From an optimization exercise on the open Yosys and OpenROAD flow, aimed at small area, a short achievable clock period and few clock cycles; shortcuts taken in it are not production practice.
Only simulation tests tie the RTL to the original design; equivalence was not proved.
Power figures rest on the tool's default switching activity, not on a simulated workload.

==> inputs of 11-06 <==
// conv_acc
module conv_acc(
    input         clk,
    input         rst_n,
    input         in_valid,
    input  [31:0] in_data,
    output        in_ready,
    output        out_valid,
    output [19:0] out_data
);
clock: 9.0 ns
lec_check: 0
abc_area: 1
cap_margin: 20
core_margin: 2
core_utilization: 65
cts_cluster_diameter: 100
cts_cluster_size: 30
place_density: 0.72
slew_margin: 20
synth_hierarchical: 1
synth_minimum_keep_size: 0
standard.sh (not shown) runs the stock make flow with config.mk's settings and CLKGATE_MAP_FILE= SYNTH_SCRIPT=/design/flow/synth_recipe.tcl, a recipe that flattens the netlist after the stock synthesis.
==> flow/flow/run.sh <==
#!/bin/bash
set -euo pipefail
export SETUP_SLACK_MARGIN=5.8
bash standard.sh > standard.log 2>&1
==> inputs of 10-15, as changes to 11-06 <==
--- a/flow/design.v
+++ b/flow/design.v
@@ -10,53 +10,54 @@
 );
 localparam W = 20;
 localparam M_W = 2'd0, M_ING = 2'd1, M_FL = 2'd2;
 reg       started;   
 reg       wph;       
 reg [1:0] phase;
 reg [4:0] col;
 reg [4:0] row;
-reg [4:0] rot;
+reg [5:0] rot;       
 reg       fl;        
 reg [4:0] fpos;
 reg       rdy;       
 reg       canr;      
 wire take = in_valid & canr;
 wire adv  = take | (fl & ~started);
-function [26:0] nxt;
+function [27:0] nxt;
     input       v;
     input       started;
     input       wph;
     input [1:0] phase;
     input [4:0] col;
     input [4:0] row;
-    input [4:0] rot;
+    input [5:0] rot;
     input       fl;
     input [4:0] fpos;
     input       canr;
     reg st_n, wph_n, fl_n;
     reg [1:0] phase_n;
-    reg [4:0] col_n, row_n, rot_n, fpos_n;
+    reg [4:0] col_n, row_n, fpos_n;
+    reg [5:0] rot_n;
     reg t, a;
     begin
         t = v & canr;
         a = t | (fl & ~started);
         st_n    = started;
         wph_n   = wph;
         phase_n = phase;
         col_n   = col;
         row_n   = row;
         rot_n   = rot;
         fl_n    = fl;
         fpos_n  = fpos;
         if (a)
-            rot_n = 5'd0;
+            rot_n = 6'd0;
         else if (started)
-            rot_n = (rot == 5'd27) ? 5'd0 : rot + 5'd1;
+            rot_n = (rot == 6'd57) ? 6'd0 : rot + 6'd1;
         if (a && fl) begin
             fpos_n = fpos + 5'd1;
             if (fpos == 5'd28) fl_n = 1'b0;
         end
         if (t) begin
             st_n    = 1'b1;
             phase_n = phase + 2'd1;
             if (wph) begin
@@ -74,62 +75,66 @@
                     wph_n  = 1'b1;
                     row_n  = 5'd0;
                     fl_n   = 1'b1;
                     fpos_n = 5'd0;
                 end
             end
         end
         nxt = {st_n, wph_n, phase_n, col_n, row_n, rot_n, fl_n, fpos_n,
-               (~st_n | (rot_n == 5'd0)) & ((phase_n == 2'd3) | (wph_n & (col_n == 5'd8))),
-               ~st_n | (rot_n == 5'd0)};
+               (~st_n | (rot_n == 6'd0)) & ((phase_n == 2'd3) | (wph_n & (col_n == 5'd8))),
+               ~st_n | (rot_n == 6'd0)};
     end
 endfunction
-wire [26:0] nx1 = nxt(1'b1, started, wph, phase, col, row, rot, fl, fpos, canr);
-wire [26:0] nx0 = nxt(1'b0, started, wph, phase, col, row, rot, fl, fpos, canr);
-wire [26:0] nx  = in_valid ? nx1 : nx0;
+wire [27:0] nx1 = nxt(1'b1, started, wph, phase, col, row, rot, fl, fpos, canr);
+wire [27:0] nx0 = nxt(1'b0, started, wph, phase, col, row, rot, fl, fpos, canr);
+wire [27:0] nx  = in_valid ? nx1 : nx0;
 always @(posedge clk or negedge rst_n) begin
     if (!rst_n) begin
-        {started, wph, phase, col, row, rot, fl, fpos, rdy, canr} <= {1'b0, 1'b1, 24'd0, 1'b1};
+        {started, wph, phase, col, row, rot, fl, fpos, rdy, canr} <= {1'b0, 1'b1, 25'd0, 1'b1};
     end else begin
         {started, wph, phase, col, row, rot, fl, fpos, rdy, canr} <= nx;
     end
 end
 assign in_ready = rdy;
 wire [7:0] byte_in = in_data[8*phase +: 8];
 reg  [7:0] ry [0:27];
 reg  [7:0] rx [0:27];
-reg  [7:0] t1;
+reg  [7:0] t1, t2;
 integer q;
 always @(posedge clk) begin
-    ry[0] <= adv ? byte_in : ry[27];
-    rx[0] <= adv ? ry[27]  : rx[27];
+    ry[0] <= adv ? byte_in : t2;
+    rx[0] <= ry[27];
     for (q = 1; q < 28; q = q + 1) begin
         ry[q] <= ry[q-1];
         rx[q] <= rx[q-1];
     end
     t1 <= rx[27];
+    t2 <= t1;
 end
-reg v1, top1, bot1, cm2_1, ov1, wl1;
+reg top1, bot1, cm2_1, ov1, wl1;
 wire pix = take & ~wph;         
 always @(posedge clk or negedge rst_n) begin
     if (!rst_n) begin
-        v1  <= 1'b0;
         ov1 <= 1'b0;
         wl1 <= 1'b0;
     end else begin
-        v1  <= adv;
         ov1 <= adv & (fl | (pix & ((col != 5'd0) ? (row >= 5'd1) : (row >= 5'd2))));
         wl1 <= pix & (row == 5'd0) & (col == 5'd20);
     end
 end
+wire [2:0] fl_now = {~fl & (row <= 5'd1), fl,
+                     fl ? (fpos == 5'd0 || fpos == 5'd28) : (col == 5'd0)};
+reg  [2:0] h1, h2;
 always @(posedge clk) begin
-    top1  <= ~fl & (row <= 5'd1);
-    bot1  <= fl;
-    cm2_1 <= fl ? (fpos == 5'd0 || fpos == 5'd28) : (col == 5'd0);
+    if (adv) begin
+        h1 <= fl_now;
+        h2 <= h1;
+    end
+    {top1, bot1, cm2_1} <= adv ? fl_now : (rot == 6'd56) ? h2 : h1;
 end
 function [11:0] dig;
     input [7:0] k;
     integer m;
     begin
         for (m = 0; m < 4; m = m + 1) begin
             dig[3*m]   = (k[2*m +: 2] == 2'd1);
             dig[3*m+1] = (k[2*m +: 2] == 2'd2);
@@ -147,40 +152,35 @@
         k7 <= dig(ry[25]);
         k6 <= dig(ry[24]);
         k5 <= dig(ry[23]);
         k4 <= dig(ry[22]);
         k8 <= dig(ry[21]);
     end
 end
 reg [9:0] p3_0, p3_1, p3_2;      
-reg [7:0] t2, b2;                
+reg [7:0] tm, bm;                
 reg en2, mr1;
-reg v2, ov2;
+reg ov2;
 always @(posedge clk) begin
     p3_0 <= top1 ? 10'd0 : {2'b0, t1} + {1'b0, t1, 1'b0};
     p3_1 <= {2'b0, rx[0]} + {1'b0, rx[0], 1'b0};
     p3_2 <= bot1 ? 10'd0 : {2'b0, ry[0]} + {1'b0, ry[0], 1'b0};
-    t2  <= top1 ? 8'd0 : t1;
-    b2  <= bot1 ? 8'd0 : ry[0];
+    tm  <= top1 ? 8'd0 : t1;
+    bm  <= bot1 ? 8'd0 : ry[0];
     en2 <= ~cm2_1;
     mr1 <= cm2_1;
 end
 always @(posedge clk or negedge rst_n) begin
-    if (!rst_n) begin
-        v2 <= 1'b0;
-        ov2 <= 1'b0;
-    end else begin
-        v2  <= v1;
-        ov2 <= ov1;
-    end
+    if (!rst_n) ov2 <= 1'b0;
+    else        ov2 <= ov1;
 end
-wire [7:0] px0 = t2;        
+wire [7:0] px0 = tm;        
 wire [7:0] px1 = rx[1];     
-wire [7:0] px2 = b2;        
+wire [7:0] px2 = bm;        
 function [39:0] pp;    
     input [11:0] k;        
     input        en;
     input [7:0]  p;
     input [9:0]  p3;
     integer m;
     begin
         for (m = 0; m < 4; m = m + 1)
@@ -198,20 +198,18 @@
 wire [39:0] pp_2_0 = pp(k6, 1'b1, px2, p3_2);
 wire [39:0] pp_2_1 = pp(k7, 1'b1, px2, p3_2);
 wire [39:0] pp_2_2 = pp(k8, en2, px2, p3_2);
 reg [3*W-1:0] r1;
 reg [4*W-1:0] r2;
 reg [4*W-1:0] o;
 wire [3*W-1:0] r1m = mr1 ? {(3*W){1'b0}} : r1;
 always @(posedge clk) begin
-    if (v2) begin
-        r1 <= n0;
-        r2 <= n1;
-    end
+    r1 <= n0;
+    r2 <= n1;
     o <= n2;
 end
 reg        ov3, ov4;
 reg [W-1:0] res;
 always @(posedge clk or negedge rst_n) begin
     if (!rst_n) begin
         ov3 <= 1'b0;
         ov4 <= 1'b0;
--- a/flow/config.mk
+++ b/flow/config.mk
@@ -5,13 +5,13 @@
 export SDC_FILE = /design/flow/constraint.sdc
 export NUM_CORES = 4
 export LEC_CHECK = 0
 export ABC_AREA = 1
 export CAP_MARGIN = 20
 export CORE_MARGIN = 2
 export CORE_UTILIZATION = 65
 export CTS_CLUSTER_DIAMETER = 100
-export CTS_CLUSTER_SIZE = 30
+export CTS_CLUSTER_SIZE = 24
 export PLACE_DENSITY = 0.72
 export SLEW_MARGIN = 20
 export SYNTH_HIERARCHICAL = 1
 export SYNTH_MINIMUM_KEEP_SIZE = 0
==> impl_metrics.csv <==
group,metric,value,unit
run_status,status,"timing/DRC/antenna clean",
global_route,grt_pass1_vias,26100,
power,p_seq_frac,0.406,
cells_and_area,seq_cells,868,
worst_hold_path,min_from,"ry[6][3]$_DFF_P_",
clock_network,post_cts_resized,89,
critical_path,cp_slowest_stage_delay,0.53,ns
critical_path,crit_slowest_cell,"fa_1",
power,p_comb_frac,0.416,
(the above is from 10-15)
==> impl_metrics.csv <==
group,metric,value,unit
global_route,grt_pass1_vias,25600,
critical_path,crit_slowest_cell,"inv_1",
critical_path,cp_slowest_stage_delay,0.56,ns
worst_hold_path,min_from,"ry[4][1]$_DFF_P_",
power,p_seq_frac,0.340,
run_status,status,"timing/DRC/antenna clean",
cells_and_area,seq_cells,855,
(the above is from 11-06)
Testbench counts of 11-06, summed over its fixed seeds: cycles 19,296.
Testbench counts of 10-15, summed over its fixed seeds: cycles 19,296.

* * *

==> inputs of run a <==
Another version of the RTL of conv_acc (not shown whole).
Settings: LEC_CHECK=0, ABC_AREA=1, CAP_MARGIN=20, CORE_MARGIN=2, CORE_UTILIZATION=65, PLACE_DENSITY=0.72, SETUP_SLACK_MARGIN=5, SLEW_MARGIN=20, SYNTH_HIERARCHICAL=1, SYNTH_MINIMUM_KEEP_SIZE=0; clock period 9.0 ns.
run.sh (not shown) runs the stock make flow with config.mk's settings and CLKGATE_MAP_FILE= SYNTH_SCRIPT=/design/flow/synth_recipe.tcl, a recipe that flattens the netlist after the stock synthesis.
Stock flow here: none of the scripts above is used.
==> run b (differences from run a) <==
--- a/flow/design.v
+++ b/flow/design.v
@@ -7,96 +7,93 @@
     output        in_ready,
     output        out_valid,
     output [19:0] out_data
 );
 localparam W = 20;
 localparam M_W = 2'd0, M_ING = 2'd1, M_FL = 2'd2;
-reg       started;   
-reg       wph;       
+reg [1:0] mode;
+reg [1:0] widx;
 reg [1:0] phase;
 reg [4:0] col;
 reg [4:0] row;
 reg [4:0] rot;
-reg       fl;        
-reg [4:0] fpos;
 reg       rdy;       
-reg       canr;      
-wire take = in_valid & canr;
-wire adv  = take | (fl & ~started);
-function [26:0] nxt;
+reg       ingc;      
+reg       fl;        
+wire adv      = (in_valid & ingc) | fl;
+wire last_col = (col == 5'd27);
+function [23:0] nxt;
     input       v;
-    input       started;
-    input       wph;
+    input [1:0] mode;
+    input [1:0] widx;
     input [1:0] phase;
     input [4:0] col;
     input [4:0] row;
     input [4:0] rot;
+    input       ingc;
     input       fl;
-    input [4:0] fpos;
-    input       canr;
-    reg st_n, wph_n, fl_n;
-    reg [1:0] phase_n;
-    reg [4:0] col_n, row_n, rot_n, fpos_n;
-    reg t, a;
+    reg [1:0] mode_n, widx_n, phase_n;
+    reg [4:0] col_n, row_n, rot_n;
+    reg at_start, a, lc;
     begin
-        t = v & canr;
-        a = t | (fl & ~started);
-        st_n    = started;
-        wph_n   = wph;
+        at_start = (row == 5'd0) && (col == 5'd0);
+        lc       = (col == 5'd27);
+        a        = (v & ingc) | fl;
+        mode_n  = mode;
+        widx_n  = widx;
         phase_n = phase;
         col_n   = col;
         row_n   = row;
         rot_n   = rot;
-        fl_n    = fl;
-        fpos_n  = fpos;
-        if (a)
+        if (a) begin
             rot_n = 5'd0;
-        else if (started)
+            col_n = lc ? 5'd0 : col + 5'd1;
+            row_n = lc ? row + 5'd1 : row;
+        end else if (rot != 5'd0 || (mode == M_ING && !at_start)) begin
             rot_n = (rot == 5'd27) ? 5'd0 : rot + 5'd1;
-        if (a && fl) begin
-            fpos_n = fpos + 5'd1;
-            if (fpos == 5'd28) fl_n = 1'b0;
         end
-        if (t) begin
-            st_n    = 1'b1;
+        if (v & ingc)
             phase_n = phase + 2'd1;
-            if (wph) begin
-                col_n = col + 5'd1;
-                if (col == 5'd8) begin
-                    wph_n   = 1'b0;
-                    phase_n = 2'd0;
-                    col_n   = 5'd0;
-                end
-            end else begin
-                col_n = (col == 5'd27) ? 5'd0 : col + 5'd1;
-                row_n = (col == 5'd27) ? row + 5'd1 : row;
-                if (row == 5'd27 && col == 5'd27) begin
-                    st_n   = 1'b0;
-                    wph_n  = 1'b1;
-                    row_n  = 5'd0;
-                    fl_n   = 1'b1;
-                    fpos_n = 5'd0;
-                end
+        case (mode)
+            M_W: if (v) begin
+                widx_n = (widx == 2'd2) ? 2'd0 : widx + 2'd1;
+                if (widx == 2'd2) mode_n = M_ING;
             end
-        end
-        nxt = {st_n, wph_n, phase_n, col_n, row_n, rot_n, fl_n, fpos_n,
-               (~st_n | (rot_n == 5'd0)) & ((phase_n == 2'd3) | (wph_n & (col_n == 5'd8))),
-               ~st_n | (rot_n == 5'd0)};
+            M_ING: if (a && row == 5'd27 && lc) mode_n = M_FL;
+            default: if (row == 5'd29) begin
+                mode_n = M_W;
+                row_n  = 5'd0;
+                col_n  = 5'd0;
+            end
+        endcase
+        nxt = {mode_n, widx_n, phase_n, col_n, row_n, rot_n,
+               (mode_n == M_W) || ((mode_n == M_ING) && (phase_n == 2'd3) &&
+                                   ((rot_n == 5'd0) || (row_n == 5'd0 && col_n == 5'd0))),
+               (mode_n == M_ING) && ((rot_n == 5'd0) || (row_n == 5'd0 && col_n == 5'd0)),
+               (mode_n == M_FL)};
     end
 endfunction
-wire [26:0] nx1 = nxt(1'b1, started, wph, phase, col, row, rot, fl, fpos, canr);
-wire [26:0] nx0 = nxt(1'b0, started, wph, phase, col, row, rot, fl, fpos, canr);
-wire [26:0] nx  = in_valid ? nx1 : nx0;
+wire [23:0] nx1 = nxt(1'b1, mode, widx, phase, col, row, rot, ingc, fl);
+wire [23:0] nx0 = nxt(1'b0, mode, widx, phase, col, row, rot, ingc, fl);
+wire [23:0] nx  = in_valid ? nx1 : nx0;
 always @(posedge clk or negedge rst_n) begin
     if (!rst_n) begin
-        {started, wph, phase, col, row, rot, fl, fpos, rdy, canr} <= {1'b0, 1'b1, 24'd0, 1'b1};
+        {mode, widx, phase, col, row, rot, rdy, ingc, fl} <= {M_W, 22'd0};
     end else begin
-        {started, wph, phase, col, row, rot, fl, fpos, rdy, canr} <= nx;
+        {mode, widx, phase, col, row, rot, rdy, ingc, fl} <= nx;
     end
 end
 assign in_ready = rdy;
+reg [7:0] k0, k1, k2, k3, k4, k5, k6, k7, k8;
+always @(posedge clk) begin
+    if (mode == M_W) begin       
+        if (widx == 2'd0) {k0, k1, k2, k3} <= in_data;
+        if (widx == 2'd1) {k4, k5, k6, k7} <= in_data;
+        if (widx == 2'd2) k8 <= in_data[7:0];
+    end
+end
 wire [7:0] byte_in = in_data[8*phase +: 8];
 reg  [7:0] ry [0:27];
 reg  [7:0] rx [0:27];
 reg  [7:0] t1, t2;
 integer q;
 always @(posedge clk) begin
@@ -106,44 +103,28 @@
         ry[q] <= ry[q-1];
         rx[q] <= rx[q-1];
     end
     t1 <= rx[27];
     t2 <= t1;
 end
-reg v1, top1, bot1, cm0_1, cm2_1, ov1, wl1;
-wire pix = take & ~wph;         
+reg v1, top1, bot1, cm0_1, cm2_1, ov1;
 always @(posedge clk or negedge rst_n) begin
     if (!rst_n) begin
-        v1  <= 1'b0;
+        v1 <= 1'b0;
         ov1 <= 1'b0;
-        wl1 <= 1'b0;
     end else begin
         v1  <= adv;
-        ov1 <= adv & (fl | (pix & ((col != 5'd0) ? (row >= 5'd1) : (row >= 5'd2))));
-        wl1 <= pix & (row == 5'd0) & (col == 5'd20);
+        ov1 <= adv && ((col != 5'd0) ? (row >= 5'd1 && row <= 5'd28)
+                                     : (row >= 5'd2 && row <= 5'd29));
     end
 end
 always @(posedge clk) begin
-    top1  <= ~fl & (row <= 5'd1);
-    bot1  <= fl;
-    cm0_1 <= fl ? (fpos == 5'd27) : (col == 5'd27);
-    cm2_1 <= fl ? (fpos == 5'd0 || fpos == 5'd28) : (col == 5'd0);
-end
-reg [7:0] k0, k1, k2, k3, k4, k5, k6, k7, k8;
-always @(posedge clk) begin
-    if (wl1) begin
-        k3 <= rx[1];
-        k2 <= rx[0];
-        k1 <= ry[27];
-        k0 <= ry[26];
-        k7 <= ry[25];
-        k6 <= ry[24];
-        k5 <= ry[23];
-        k4 <= ry[22];
-        k8 <= ry[21];
-    end
+    top1  <= (row <= 5'd1);
+    bot1  <= (row >= 5'd28);
+    cm0_1 <= last_col;
+    cm2_1 <= (col == 5'd0);
 end
 reg [9:0] p3_0, p3_1, p3_2;      
 reg [8:0] en;                    
 reg v2, ov2;
 always @(posedge clk) begin
     p3_0 <= {2'b0, t1}    + {1'b0, t1, 1'b0};
==> notes.md <==
Status: run b timing/DRC/antenna clean; run a timing/DRC/antenna clean
Fraction of area in multi-input gates: run b 38.9%; run a 38.6%
Ratio of total power to cell area: run b 228 nW/um2; run a 370 nW/um2
Wire length on met2: run b 56.1 mm; run a 50.9 mm
Synth Area in Compound Gates: run b 4.80%; run a 4.79%
Slew HR: run b 14.7%; run a 25.3%
Crit-path max cell delay: run b 0.52 ns; run a 0.51 ns
Overall power: run b 0.00904 W; run a 0.0146 W
Buffer share of cell area: run b 2.31%; run a 2.15%
Critical path peak fanout: run b 8; run a 9
Xor and xnor area share after synthesis: run b 0.920%; run a 0.846%
Fraction of met3 tracks used by global routing: run b 13.1%; run a 12.2%
Launch point of the worst path: run b en[2]$_DFF_P_; run a en[1]$_DFF_P_
Net switching power figure: run b 0.00252 W; run a 0.00566 W
Global-route wire length before repair: run b 175 mm; run a 166 mm
Routed met3 length: run b 14.8 mm; run a 12.9 mm
Final standard cell count with taps included and fillers excluded: run b 4,062; run a 4,030
Number of DRC markers after the initial detailed-route iteration: run b 3,781; run a 3,300
Testbench counts of run a, summed over its fixed seeds: cycles 19,296.
Testbench counts of run b, summed over its fixed seeds: cycles 19,616.

[what the ideal ports hide]
The results above use ideal ports. As a check the final layouts listed here were re-extracted and re-timed, cells and wires unchanged.
Step 1 assumes that a clkbuf_16 drives the clock port and a buf_2 every other input.
Step 2 also shifts input and output timing later by t, the mid clock arrival at the registers, as if the neighbouring blocks saw the same clock.
Slacks: ideal ports / drivers / drivers and shift; pairs: ideal ports / drivers.
run	shift t [ns]	setup slack, ns	worst hold slack (ns)	pins driven straight from the clock port
11-06	0.681	5.730 / 5.730 / 5.638	0.333 / 0.333 / 0.333	1
10-15	0.673	5.756 / 5.756 / 5.335	0.328 / 0.328 / 0.328	1
run a	0.716	5.314 / 5.314 / 5.170	0.321 / 0.321 / 0.321	1
run b	0.717	5.271 / 5.271 / 4.627	0.308 / 0.308 / 0.308	1
After both steps setup and hold are still met in every run listed. The setup slack of run b, which loses most, moves by 0.000 ns with the drivers and by -0.644 ns with both steps.
